Source: an optimization exercise on an open RTL-to-GDS flow (aim: small area, a short achievable clock period and few clock cycles). Production flows keep margins and buffers that such runs may drop.
Where RTL was checked, it was by simulation tests only, not by an equivalence proof against the original.
Power is estimated from default activity; no workload was simulated.

==> build 79 <==
## betterNeighborsInMyCluster
module betterNeighborsInMyCluster(clock, nrst, start, address, wr_en, data_in, MY_CLUSTER_ID, mybest, besthop, bestvalue, bestneighborID, nextsinks, data_out, done);
==> flow/config.mk <==
export PLATFORM = sky130hd
export DESIGN_NAME = betterNeighborsInMyCluster
export DESIGN_NICKNAME = betterNeighborsInMyCluster
export VERILOG_FILES = /design/flow/design.v
export SDC_FILE = /design/flow/constraint.sdc
export NUM_CORES = 4
export LEC_CHECK = 0
export CAP_MARGIN = 20
export CORE_MARGIN = 2
export CORE_UTILIZATION = 40
export SETUP_SLACK_MARGIN = 5
export SLEW_MARGIN = 20
==> flow/constraint.sdc <==
create_clock -name core_clock -period 11.0 [get_ports {clock}]
set_input_delay 2.2000 -clock core_clock [delete_from_list [all_inputs] [get_ports {clock}]]
set_output_delay 2.2000 -clock core_clock [all_outputs]
set_load 0.01 [all_outputs]
run.sh (not shown) runs the stock make flow with config.mk's settings and CLKGATE_MAP_FILE= SYNTH_SCRIPT=/design/flow/synth_recipe.tcl, a recipe that flattens the netlist after the stock synthesis.
==> inputs of build 54, as changes to build 79 <==
--- a/flow/config.mk
+++ b/flow/config.mk
@@ -10,3 +10,2 @@
 export CORE_UTILIZATION = 40
-export SETUP_SLACK_MARGIN = 5
 export SLEW_MARGIN = 20
==> comparison <==
- Flip-flop and latch count is the same in build 79 and build 54.
- In build 54 the global-route usage is lower than in build 79, by 0.27 points.
- Against build 54, the register-to-register slack of build 79 is better by 1200 ps.
- Against build 79, the cell count of build 54 is smaller by 2.6%.
- Of build 79 and build 54, build 79 has the higher fmax (gap about 17%, measured against build 54).
- Die area is the same in build 54 and build 79.
- Against build 54, the cell area of build 79 is larger by 7.8%.
- Against build 79, the total power of build 54 is lower by 2.2%.
- Of build 79 and build 54, build 79 has the higher non-clock buffer count (gap 63).
==> figures <==
DRT Wirelength: build 79 52.1 mm; build 54 50.2 mm
Routed wire length on met3: build 79 3.21 mm; build 54 2.89 mm
Fraction of area in clock buffers and inverters: build 79 3.29%; build 54 3.40%
CP Buf/Inv Count: build 79 3; build 54 1
Max frequency: build 79 146 MHz; build 54 124 MHz
Global-route wire length before repair: build 79 78.5 mm; build 54 77.4 mm
Number of post-CTS setup repair buffers: build 79 31; build 54 0
Finished Layout Cells: build 79 2396; build 54 2333
Register-to-register setup slack: build 79 4140 ps; build 54 2960 ps
Final Instance Area: build 79 19300 um2; build 54 17900 um2
Result of the run: build 79 complete, no violations; build 54 complete, no violations
Metal-1 WL: build 79 22.4 mm; build 54 22.3 mm
Maximum resistive drop on vdd: build 79 141 uV; build 54 146 uV
Worst clock skew: build 79 18.3 ps; build 54 16.1 ps
Reported combinational group power: build 79 1.39 mW; build 54 1.36 mW
Number of cells traversed by the worst register-to-register path: build 79 33; build 54 32
Leakage power figure: build 79 7.66 nW; build 54 7.16 nW
Combined area of the multi-input logic cells: build 79 10300 um2; build 54 9540 um2
Hpwl dp: build 79 37.3 mm; build 54 37.7 mm
No run of this note included a check of the RTL's function; only the layout flow was run.

* * *

==> inputs of run a <==
==> flow/design.v <==
`timescale 1ns/1ps
module betterNeighborsInMyCluster(clock, nrst, start, address, wr_en, data_in, MY_CLUSTER_ID, mybest, besthop, bestvalue, bestneighborID, nextsinks, data_out, done);
	input clock, nrst, start;
	input [15:0] data_in, MY_CLUSTER_ID;
	input [15:0] mybest;
	output done, wr_en;
	output [15:0] address, data_out;
	output [15:0] besthop, bestneighborID, nextsinks;
	output [15:0] bestvalue;
	localparam HB = 5;            
	localparam NB = 1 << HB;
	localparam [10:0] A_NID = 11'h024, A_KSC = 11'h344, A_NC = 11'h345, A_CNT = 11'h346;
	localparam [6:0] P0 = 7'h24;  
	localparam [5:0] J0 = 6'h04;  
	localparam [6:0] C0 = 7'h34;  
	localparam [1:0] T_NID = 2'd0, T_CID = 2'd1, T_BAT = 2'd2, T_QV = 2'd3;
	localparam IDLE = 0, NC = 1, SNK = 2, CID = 3, QV = 4, BAT = 5, WR = 6, HCM = 7,
	           RNID = 8, RCID = 9, VS = 10, CNT = 11, BW = 12, BN = 13, DONE = 14, NS = 15;
	reg [NS-1:0] st;
	reg [10:0] waddr;
	reg wr_en_r, done_r;
	reg [5:0] jlast;              
	reg [6:0] pend;               
	reg [6:0] p;                  
	reg [5:0] jp;                 
	reg [6:0] cp;                 
	reg [NB-1:0] bitmap;
	reg [15:0] qreg;
	reg [6:0] hop, sinks;
	reg [15:0] bval;
	reg [15:0] acc, accc, sr, hm;
	reg mci;
	reg [2:0] mph;                
	reg [6:0] mh;                 
	function lt16;
		input [15:0] a, b;
		reg [15:0] g, e;
		reg [7:0] g1, e1;
		reg [3:0] g2, e2;
		reg [1:0] g3, e3;
		integer i;
		begin
			g = ~a & b;
			e = ~(a ^ b);
			for (i = 0; i < 8; i = i + 1) begin
				g1[i] = g[2*i+1] | (e[2*i+1] & g[2*i]);
				e1[i] = e[2*i+1] & e[2*i];
			end
			for (i = 0; i < 4; i = i + 1) begin
				g2[i] = g1[2*i+1] | (e1[2*i+1] & g1[2*i]);
				e2[i] = e1[2*i+1] & e1[2*i];
			end
			for (i = 0; i < 2; i = i + 1) begin
				g3[i] = g2[2*i+1] | (e2[2*i+1] & g2[2*i]);
				e3[i] = e2[2*i+1] & e2[2*i];
			end
			lt16 = g3[1] | (e3[1] & g3[0]);
		end
	endfunction
	function [15:0] add16;
		input [15:0] a, b;
		input ci;
		reg [15:0] p, g, G, P, G2, P2;
		integer i, l, q;
		begin
			p = a ^ b;
			g = a & b;
			g[0] = g[0] | (p[0] & ci);
			G = g; P = p;
			for (l = 0; l < 4; l = l + 1) begin
				G2 = G; P2 = P;
				for (i = 0; i < 16; i = i + 1)
					if ((i >> l) & 1) begin
						q = ((i >> l) << l) - 1;
						G2[i] = G[i] | (P[i] & G[q]);
						P2[i] = P[i] & P[q];
					end
				G = G2; P = P2;
			end
			add16 = p ^ {G[14:0], ci};
		end
	endfunction
	function cout13;
		input [12:0] a, b;
		input ci;
		reg [13:0] g, p, G, P;
		integer i, l;
		begin
			g = {a & b, ci};
			p = {a ^ b, 1'b0};
			for (l = 1; l < 16; l = l * 2) begin
				G = g; P = p;
				for (i = 0; i < 14; i = i + 1)
					if (i >= l) begin
						G[i] = g[i] | (p[i] & g[i-l]);
						P[i] = p[i] & p[i-l];
					end
				g = G; p = P;
			end
			cout13 = g[13];
		end
	endfunction
	function [10:0] tab;
		input [1:0] t;
		input [6:0] q;
		tab = {2'b00, {2'b00, q[6]} + {1'b0, t}, q[5:0]};
	endfunction
	wire eq = (data_in == MY_CLUSTER_ID);
	wire better = ~lt16(mybest, data_in);
	wire match = (data_in == qreg);
	reg bhit;
	integer bi;
	always @* begin
		bhit = 1'b0;
		for (bi = 0; bi < NB; bi = bi + 1)
			bhit = bhit | (bitmap[bi] & (data_in[HB-1:0] == bi));
	end
	wire [9:0] th;
	assign th[0] = data_in >= 16'd1;
	assign th[1] = data_in >= 16'd3277;
	assign th[2] = data_in >= 16'd6554;
	assign th[3] = data_in >= 16'd9831;
	assign th[4] = data_in >= 16'd13108;
	assign th[5] = data_in >= 16'd16385;
	assign th[6] = data_in >= 16'd19661;
	assign th[7] = data_in >= 16'd22938;
	assign th[8] = data_in >= 16'd26215;
	assign th[9] = data_in >= 16'd29492;
	wire [3:0] k4;
	assign k4[3] = th[3];
	assign k4[2] = ~th[3] | th[7];
	assign k4[1] = (th[1] & ~th[3]) | (th[5] & ~th[7]) | th[9];
	assign k4[0] = (th[0] & ~th[1]) | (th[2] & ~th[3]) | (th[4] & ~th[5]) | (th[6] & ~th[7]) | (th[8] & ~th[9]);
	wire [19:0] r0 = sr[0] ? {4'd0, hm} : 20'd0;
	wire [19:0] r1 = sr[1] ? {3'd0, hm, 1'd0} : 20'd0;
	wire [19:0] r2 = sr[2] ? {2'd0, hm, 2'd0} : 20'd0;
	wire [19:0] r3 = sr[3] ? {1'd0, hm, 3'd0} : 20'd0;
	wire [19:0] oa = {4'd0, acc}, oc = {4'd0, accc};
	wire [19:0] s1 = oa ^ oc ^ r0;
	wire [19:0] c1 = {((oa & oc) | (oa & r0) | (oc & r0)), mci};
	wire [19:0] t1 = r1 ^ r2 ^ r3;
	wire [19:0] d1 = {((r1 & r2) | (r1 & r3) | (r2 & r3)), 1'b0};
	wire [19:0] s2 = s1 ^ c1 ^ t1;
	wire [19:0] c2 = {((s1 & c1) | (s1 & t1) | (c1 & t1)), 1'b0};
	wire [19:0] s3 = s2 ^ c2 ^ d1;
	wire [19:0] c3 = {((s2 & c2) | (s2 & d1) | (c2 & d1)), 1'b0};
	wire [4:0] mlow = {1'b0, s3[3:0]} + {1'b0, c3[3:0]};
	wire [15:0] afin = add16(acc, accc, mci);
	wire [15:0] mval = {afin[12:0], sr[15:13]};
	wire [12:0] bhn = ~bval[15:3];
	wire ltlo = (sr[15:13] < bval[2:0]);
	wire [12:0] zs = acc[12:0] ^ accc[12:0] ^ bhn;
	wire [13:0] zc = {((acc[12:0] & accc[12:0]) | (acc[12:0] & bhn) | (accc[12:0] & bhn)), mci};
	wire mlt = ~(zc[13] ^ cout13(zs, zc[12:0], ~ltlo) ^ cout13(acc[12:0], accc[12:0], mci));
	wire mfree = (mph == 3'd0);
	wire [6:0] pinc = p + 7'd1;
	wire [6:0] pdec = p - 7'd1;
	wire [6:0] pdec2 = p - 7'd2;
	wire lastc = (pinc == pend);       
	wire lastq = (p == pend);          
	wire firstr = (p == P0 + 7'd1);    
	wire first = (p == P0);            
	wire jend = (jp == jlast);
	wire [6:0] mcur = p - (P0 + 7'd1);
	reg [NS-1:0] tn, fn;
	reg [10:0] ta, fa;
	always @* begin
		tn = {NS{1'b0}}; fn = {NS{1'b0}};
		ta = waddr; fa = waddr;
		if (st[IDLE]) begin
			tn[NC] = 1'b1; ta = A_NC;
			fn[IDLE] = 1'b1; fa = A_KSC;
		end
		if (st[NC]) begin
			fn[SNK] = 1'b1; fa = {5'd0, J0};
		end
		if (st[SNK]) begin
			if (jend) begin
				fn[CID] = 1'b1; fa = tab(T_CID, P0);
			end else begin
				fn[SNK] = 1'b1; fa = {5'd0, jp + 6'd1};
			end
		end
		if (st[CID]) begin
			tn[QV] = 1'b1; ta = tab(T_QV, p);
			if (lastc) begin
				fn[RNID] = 1'b1; fa = tab(T_NID, p);
			end else begin
				fn[CID] = 1'b1; fa = tab(T_CID, pinc);
			end
		end
		if (st[QV] | st[WR]) begin
			tn[BAT] = 1'b1; ta = tab(T_BAT, pdec);
			if (lastq) begin
				fn[RNID] = 1'b1; fa = tab(T_NID, pdec);
			end else begin
				fn[CID] = 1'b1; fa = tab(T_CID, p);
			end
		end
		if (st[BAT]) begin
			fn[HCM] = 1'b1; fa = {7'h32, k4};
		end
		if (st[HCM]) begin
			fn[WR] = 1'b1; fa = {4'h6, cp};
		end
		if (st[RNID]) begin
			tn[RCID] = 1'b1; ta = tab(T_CID, pdec);
			if (firstr) begin
				fn[BW] = 1'b1; fa = A_CNT;
			end else begin
				fn[RNID] = 1'b1; fa = tab(T_NID, pdec2);
			end
		end
		if (st[RCID] | st[VS]) begin
			if (st[RCID]) begin
				tn[VS] = 1'b1; ta = {5'd0, J0};
			end else begin
				tn[BW] = 1'b1; ta = A_CNT;
			end
			if (st[VS] & !jend) begin
				fn[VS] = 1'b1; fa = {5'd0, jp + 6'd1};
			end else if (first) begin
				fn[BW] = 1'b1; fa = A_CNT;
			end else begin
				fn[RNID] = 1'b1; fa = tab(T_NID, pdec);
			end
		end
		if (st[BW]) begin
			fn[mfree ? CNT : BW] = 1'b1; fa = A_CNT;
		end
		if (st[CNT]) begin
			fn[BN] = 1'b1; fa = A_NID + {4'd0, hop};
		end
		if (st[BN] | st[DONE]) begin
			fn[DONE] = 1'b1;
		end
	end
	wire cond = (st[IDLE] & start) | ((st[CID] | st[RCID]) & eq) | (st[QV] & better) |
	            (st[RNID] & bhit) | (st[VS] & match);
	always @(posedge clock) begin
		if (!nrst) begin
			st <= {{(NS-1){1'b0}}, 1'b1};
			waddr <= A_KSC;
			wr_en_r <= 1'b0;
			done_r <= 1'b0;
			mph <= 3'd0;
		end else begin
			st <= cond ? tn : fn;
			waddr <= cond ? ta : fa;
			wr_en_r <= fn[WR] | fn[CNT];
			if (st[BN]) done_r <= 1'b1;
			if (st[HCM]) mph <= 3'd1;
			else if (mph == 3'd5) mph <= 3'd0;
			else if (mph != 3'd0) mph <= mph + 3'd1;
		end
		if (st[SNK]) p <= P0;
		if (st[CID]) p <= pinc;
		if (st[RNID]) p <= pdec;
		if (st[IDLE]) begin
			bval <= 16'hFFFE; hop <= 7'd65; sinks <= 7'd65; cp <= C0;
			jlast <= data_in[5:0] + (J0 - 6'd1);
		end
		bitmap <= st[IDLE] ? {NB{1'b0}} : (bitmap | (st[SNK] ? ({{(NB-1){1'b0}}, 1'b1} << data_in[HB-1:0]) : {NB{1'b0}}));
		if (st[NC]) pend <= data_in[6:0] + P0;
		if (st[NC] | st[RCID]) jp <= J0;
		if (st[SNK] | st[VS]) jp <= jp + 6'd1;
		if (st[RNID] | st[BN]) qreg <= data_in;
		if (st[QV]) qreg <= data_in;
		if (st[WR]) cp <= cp + 7'd1;
		if (st[VS] & match) sinks <= p - P0;
		if (st[HCM]) begin
			hm <= data_in;
			mh <= mcur;
			acc <= 16'd0;
			accc <= 16'd0;
			mci <= 1'b0;
			sr <= qreg;
		end else begin
			acc <= s3[19:4];
			accc <= c3[19:4];
			mci <= mlow[4];
			sr <= {mlow[3:0], sr[15:4]};
		end
		if (mph == 3'd5 && mlt) begin
			bval <= mval;
			hop <= mh;
		end
		if (st[BW] & mfree) mh <= cp - C0;
	end
	assign address = {4'd0, waddr, 1'b0};
	assign wr_en = wr_en_r;
	assign data_out = {9'd0, mh};
	assign done = done_r;
	assign besthop = {9'd0, hop};
	assign nextsinks = {9'd0, sinks};
	assign bestvalue = bval;
	assign bestneighborID = qreg;
endmodule
==> flow/flow/run.sh <==
#!/bin/bash
# The standard layout; timing repair aims at a tighter setup margin and the port buffers
# are plain buffers. The make output goes to flow_make.log, each ORFS step to its own log under orfs/logs.
set -o pipefail
bash standard.sh SETUP_SLACK_MARGIN=7.5 "BUFFER_PORTS_ARGS=-buffer_cell sky130_fd_sc_hd__buf_2" "CTS_BUF_LIST=sky130_fd_sc_hd__clkbuf_4 sky130_fd_sc_hd__clkbuf_8" finish 2>&1 | tee flow_make.log
==> flow/standard.sh <==
#!/bin/bash
# synth_recipe.tcl (not shown) runs the flow's synth.tcl, then flattens the netlist and writes it again
# the make line also repeats each setting of config.mk as NAME=value (left out here)
make -C /OpenROAD-flow-scripts/flow DESIGN_CONFIG=/design/flow/config.mk WORK_HOME=/design/flow/orfs CLKGATE_MAP_FILE= SYNTH_SCRIPT=/design/flow/synth_recipe.tcl "${@:-finish}"
==> flow/config.mk <==
export PLATFORM = sky130hd
export DESIGN_NAME = betterNeighborsInMyCluster
export DESIGN_NICKNAME = betterNeighborsInMyCluster
export VERILOG_FILES = /design/flow/design.v
export SDC_FILE = /design/flow/constraint.sdc
export NUM_CORES = 4
export LEC_CHECK = 0
export CAP_MARGIN = 20
export CORE_MARGIN = 2
export CORE_UTILIZATION = 40
export SLEW_MARGIN = 20
==> flow/constraint.sdc <==
create_clock -name core_clock -period 11.0 [get_ports {clock}]
set_input_delay 2.2000 -clock core_clock [delete_from_list [all_inputs] [get_ports {clock}]]
set_output_delay 2.2000 -clock core_clock [all_outputs]
set_load 0.01 [all_outputs]
==> run b: changes against run a <==
==> flow/design.v, changed modules only <==
module betterNeighborsInMyCluster(clock, nrst, start, address, wr_en, data_in, MY_CLUSTER_ID, mybest, besthop, bestvalue, bestneighborID, nextsinks, data_out, done);
	input clock, nrst, start;
	input [15:0] data_in, MY_CLUSTER_ID;
	input [15:0] mybest;
	output done, wr_en;
	output [15:0] address, data_out;
	output [15:0] besthop, bestneighborID, nextsinks;
	output [15:0] bestvalue;
	localparam HB = 5;            
	localparam NB = 1 << HB;
	localparam [10:0] A_NID = 11'h024, A_KSC = 11'h344, A_NC = 11'h345, A_CNT = 11'h346;
	localparam [6:0] P0 = 7'h24;  
	localparam [5:0] J0 = 6'h04;  
	localparam [6:0] C0 = 7'h34;  
	localparam [1:0] T_NID = 2'd0, T_CID = 2'd1, T_BAT = 2'd2, T_QV = 2'd3;
	localparam IDLE = 0, NC = 1, SNK = 2, CID = 3, QV = 4, BAT = 5, WR = 6, HCM = 7,
	           RNID = 8, RCID = 9, VS = 10, CNT = 11, BW = 12, BN = 13, DONE = 14, NS = 15;
	reg [NS-1:0] st;
	reg [10:0] waddr;
	reg wr_en_r, done_r;
	reg [6:0] dout;
	reg [5:0] jlast;              
	reg [6:0] plast;              
	reg [6:0] p;                  
	reg [5:0] jp;                 
	reg [6:0] cp;                 
	reg [3:0] kp;                 
	reg [NB-1:0] bitmap;
	reg [15:0] qreg;
	reg [6:0] hop, sinks;
	reg [15:0] bval;
	reg [15:0] acc, accc, sr, hm;
	reg mci;
	reg [2:0] mph;                
	reg [5:0] mh;
	function lt16;
		input [15:0] a, b;
		reg [15:0] g, e;
		reg [7:0] g1, e1;
		reg [3:0] g2, e2;
		reg [1:0] g3, e3;
		integer i;
		begin
			g = ~a & b;
			e = ~(a ^ b);
			for (i = 0; i < 8; i = i + 1) begin
				g1[i] = g[2*i+1] | (e[2*i+1] & g[2*i]);
				e1[i] = e[2*i+1] & e[2*i];
			end
			for (i = 0; i < 4; i = i + 1) begin
				g2[i] = g1[2*i+1] | (e1[2*i+1] & g1[2*i]);
				e2[i] = e1[2*i+1] & e1[2*i];
			end
			for (i = 0; i < 2; i = i + 1) begin
				g3[i] = g2[2*i+1] | (e2[2*i+1] & g2[2*i]);
				e3[i] = e2[2*i+1] & e2[2*i];
			end
			lt16 = g3[1] | (e3[1] & g3[0]);
		end
	endfunction
	function [10:0] tab;
		input [1:0] t;
		input [6:0] q;
		tab = {2'b00, {2'b00, q[6]} + {1'b0, t}, q[5:0]};
	endfunction
	wire eq = (data_in == MY_CLUSTER_ID);
	wire better = ~lt16(mybest, data_in);
	wire match = (data_in == qreg);
	wire bhit = bitmap[data_in[HB-1:0]];
	wire [9:0] th;
	assign th[0] = data_in >= 16'd1;
	assign th[1] = data_in >= 16'd3277;
	assign th[2] = data_in >= 16'd6554;
	assign th[3] = data_in >= 16'd9831;
	assign th[4] = data_in >= 16'd13108;
	assign th[5] = data_in >= 16'd16385;
	assign th[6] = data_in >= 16'd19661;
	assign th[7] = data_in >= 16'd22938;
	assign th[8] = data_in >= 16'd26215;
	assign th[9] = data_in >= 16'd29492;
	wire [3:0] k4;
	assign k4[3] = th[3];
	assign k4[2] = ~th[3] | th[7];
	assign k4[1] = (th[1] & ~th[3]) | (th[5] & ~th[7]) | th[9];
	assign k4[0] = (th[0] & ~th[1]) | (th[2] & ~th[3]) | (th[4] & ~th[5]) | (th[6] & ~th[7]) | (th[8] & ~th[9]);
	wire [19:0] r0 = sr[0] ? {4'd0, hm} : 20'd0;
	wire [19:0] r1 = sr[1] ? {3'd0, hm, 1'd0} : 20'd0;
	wire [19:0] r2 = sr[2] ? {2'd0, hm, 2'd0} : 20'd0;
	wire [19:0] r3 = sr[3] ? {1'd0, hm, 3'd0} : 20'd0;
	wire [19:0] oa = {4'd0, acc}, oc = {4'd0, accc};
	wire [19:0] s1 = oa ^ oc ^ r0;
	wire [19:0] c1 = {((oa & oc) | (oa & r0) | (oc & r0)), mci};
	wire [19:0] t1 = r1 ^ r2 ^ r3;
	wire [19:0] d1 = {((r1 & r2) | (r1 & r3) | (r2 & r3)), 1'b0};
	wire [19:0] s2 = s1 ^ c1 ^ t1;
	wire [19:0] c2 = {((s1 & c1) | (s1 & t1) | (c1 & t1)), 1'b0};
	wire [19:0] s3 = s2 ^ c2 ^ d1;
	wire [19:0] c3 = {((s2 & c2) | (s2 & d1) | (c2 & d1)), 1'b0};
	wire [4:0] mlow = {1'b0, s3[3:0]} + {1'b0, c3[3:0]};
	wire [15:0] afin = acc + accc + {15'd0, mci};
	wire [15:0] mval = {afin[12:0], sr[15:13]};
	wire mfree = (mph == 3'd0);
	wire plastf = (p == plast);
	wire first = (p == P0);
	wire jend = (jp == jlast);
	wire [6:0] pinc = p + 7'd1;
	wire [6:0] pdec = p - 7'd1;
	wire [6:0] mcur = p - P0;
	reg [NS-1:0] tn, fn;
	reg [10:0] ta, fa;
	reg [6:0] tp, fp;
	always @* begin
		tn = {NS{1'b0}}; fn = {NS{1'b0}};
		ta = waddr; fa = waddr; tp = p; fp = p;
		if (st[CID] | st[QV] | st[HCM]) begin
			if (plastf) begin
				fn[RNID] = 1'b1; fa = tab(T_NID, p);
			end else begin
				fn[CID] = 1'b1; fa = tab(T_CID, pinc); fp = pinc;
			end
		end
		if (st[RNID] | st[RCID] | (st[VS] & jend)) begin
			if (first) begin
				fn[CNT] = 1'b1; fa = A_CNT;
			end else begin
				fn[RNID] = 1'b1; fa = tab(T_NID, pdec); fp = pdec;
			end
		end
		if (st[IDLE]) begin
			tn[NC] = 1'b1; ta = A_NC;
			fn[IDLE] = 1'b1; fa = A_KSC;
		end
		if (st[NC]) begin
			fn[SNK] = 1'b1; fa = {5'd0, J0};
		end
		if (st[SNK]) begin
			if (jend) begin
				fn[CID] = 1'b1; fa = tab(T_CID, P0); fp = P0;
			end else begin
				fn[SNK] = 1'b1; fa = {5'd0, jp + 6'd1};
			end
		end
		if (st[CID]) begin
			tn[QV] = 1'b1; ta = tab(T_QV, p);
		end
		if (st[QV]) begin
			tn[BAT] = 1'b1; ta = tab(T_BAT, p);
		end
		if (st[BAT]) begin
			fn[WR] = 1'b1; fa = {4'h6, cp};
		end
		if (st[WR]) begin
			fn[HCM] = 1'b1; fa = {7'h32, kp};
		end
		if (st[RNID]) begin
			tn[RCID] = 1'b1; ta = tab(T_CID, p);
		end
		if (st[RCID]) begin
			tn[VS] = 1'b1; ta = {5'd0, J0};
		end
		if (st[VS]) begin
			tn[CNT] = 1'b1; ta = A_CNT;
			if (!jend) begin
				fn[VS] = 1'b1; fa = {5'd0, jp + 6'd1};
			end
		end
		if (st[CNT] | st[BW]) begin
			fn[mfree ? BN : BW] = 1'b1; fa = A_NID + {4'd0, hop};
		end
		if (st[BN] | st[DONE]) begin
			fn[DONE] = 1'b1;
		end
	end
	wire cond = (st[IDLE] & start) | ((st[CID] | st[RCID]) & eq) | (st[QV] & better) |
	            (st[RNID] & bhit) | (st[VS] & match);
	always @(posedge clock) begin
		if (!nrst) begin
			st <= {{(NS-1){1'b0}}, 1'b1};
			waddr <= A_KSC;
			wr_en_r <= 1'b0;
			done_r <= 1'b0;
			mph <= 3'd0;
		end else begin
			st <= cond ? tn : fn;
			waddr <= cond ? ta : fa;
			wr_en_r <= cond ? (tn[WR] | tn[CNT]) : (fn[WR] | fn[CNT]);
			if (st[BN]) done_r <= 1'b1;
			if (st[HCM]) mph <= 3'd1;
			else if (mph == 3'd5) mph <= 3'd0;
			else if (mph != 3'd0) mph <= mph + 3'd1;
		end
		p <= cond ? tp : fp;
		if (st[IDLE]) begin
			bval <= 16'hFFFE; hop <= 7'd65; sinks <= 7'd65; cp <= C0;
			jlast <= data_in[5:0] + (J0 - 6'd1);
		end
		bitmap <= st[IDLE] ? {NB{1'b0}} : (bitmap | (st[SNK] ? ({{(NB-1){1'b0}}, 1'b1} << data_in[HB-1:0]) : {NB{1'b0}}));
		if (st[NC]) plast <= data_in[6:0] + (P0 - 7'd1);
		if (st[NC] | st[RCID]) jp <= J0;
		if (st[SNK] | st[VS]) jp <= jp + 6'd1;
		if (st[RNID] | st[BN]) qreg <= data_in;
		if (st[QV]) qreg <= data_in;
		if (st[BAT]) kp <= k4;
		if (st[WR]) cp <= cp + 7'd1;
		dout <= st[BAT] ? mcur : cp - C0;
		if (st[VS] & match) sinks <= mcur;
		if (st[HCM]) begin
			hm <= data_in;
			mh <= mcur[5:0];
			acc <= 16'd0;
			accc <= 16'd0;
			mci <= 1'b0;
			sr <= qreg;
		end else begin
			acc <= s3[19:4];
			accc <= c3[19:4];
			mci <= mlow[4];
			sr <= {mlow[3:0], sr[15:4]};
		end
		if (mph == 3'd5 && lt16(mval, bval)) begin
			bval <= mval;
			hop <= {1'b0, mh};
		end
	end
	assign address = {4'd0, waddr, 1'b0};
	assign wr_en = wr_en_r;
	assign data_out = {9'd0, dout};
	assign done = done_r;
	assign besthop = {9'd0, hop};
	assign nextsinks = {9'd0, sinks};
	assign bestvalue = bval;
	assign bestneighborID = qreg;
endmodule
==> flow/flow/run.sh (replaced) <==
#!/bin/bash
# The standard layout; timing repair aims at a tighter setup margin and the port buffers
# are plain buffers. The make output goes to flow_make.log, each ORFS step to its own log under orfs/logs.
set -o pipefail
bash standard.sh SETUP_SLACK_MARGIN=7.5 "BUFFER_PORTS_ARGS=-buffer_cell sky130_fd_sc_hd__buf_4" finish 2>&1 | tee flow_make.log
==> summary of the runs <==
Between run b and run a, the lower non-clock buffer count is in run a (gap 14). Of run b and run a, run a has the higher clock power (gap about 0.5%, measured against run a). Of run b and run a, run b has the higher fmax (gap 2.1%, measured against run a). Of run b and run a, run a has the higher die area (gap 7.0%, measured against run a). Of run b and run a, run b has the higher sequential power (gap about 4%, measured against run a). In combinational power, run a and run b hardly differ. Global-route usage: run a is higher than run b (2.4 points). Via count: run b is smaller than run a (about 12%). Against run a, the synthesized area of run b is lower by about 7%. Of run a and run b, run a has the higher routed wire length (gap about 19%, measured against run b).
==> figures <==
Result of the run: run b finished clean; run a finished clean
Number of instances in the placed design: run b 1854; run a 2008
Top cell type's share of synthesized area: run b 0.233; run a 0.212
Count of cell types in the netlist: run b 70; run a 83
Net count, final: run b 1675; run a 1847
Clock buffers created by TritonCTS: run b 25; run a 40
Critical path depth in cells: run b 9; run a 11
Start point of the worst hold path: run b sr[4]; run a sr[8]
Worst slew margin: run b 0.370; run a 0.293
First-pass DRT Iterations: run b 6; run a 7
Power dissipated in the clock network: run b 0.864 mW; run a 0.868 mW
Net Sw Power: run b 1.33 mW; run a 1.35 mW
Post-synth EDFFs: run b 104; run a 102
Maximum operating frequency: run b 245 MHz; run a 240 MHz
Final wirelength: run b 37.1 mm; run a 44.1 mm
Post-synthesis instance total: run b 1351; run a 1505
Relative area of non-clock buffer cells in the final design: run b 0.104; run a 0.0670
Worst Hold Endpoint: run b sr[0]; run a sr[4]
Initial cell density of the core: run b 0.403; run a 0.406
Synth Area in Compound Gates: run b 0.109; run a 0.130
Area share of xor/xnor cells in the synthesized design: run b 0.0588; run a 0.0655
Testbench counts of run b, summed over its fixed seeds: cycles 49,005.
No functional check of the RTL was part of run a.

-- port drivers added, routing unchanged --
In the flow no input, the clock included, has a driving cell. The finished layouts below were timed again as built, in two steps. Step 1 assumes that a clkbuf_16 drives the clock port and a buf_2 every other input. Step 2 also shifts input and output timing later by t, the mid clock arrival at the registers, as if the neighbouring blocks saw the same clock. Three values: ideal ports, drivers, drivers and shift; two values: the first two.
run | t, ns | setup slack, ns | hold slack, ns
build 79 | 0.506 | 4.145 / 4.145 / 4.145 | 0.474 / 0.474 / 0.474
build 54 | 0.516 | 2.957 / 2.957 / 2.957 | 0.475 / 0.475 / 0.475
run a | 0.607 | 6.832 / 6.821 / 6.213 | 0.444 / 0.444 / 0.444
run b | 0.571 | 6.917 / 6.834 / 6.263 | 0.457 / 0.457 / 0.457
After both steps setup and hold are still met in every run listed. The setup slack of run b, which loses most, moves by -0.083 ns with the drivers and by -0.654 ns with both steps.
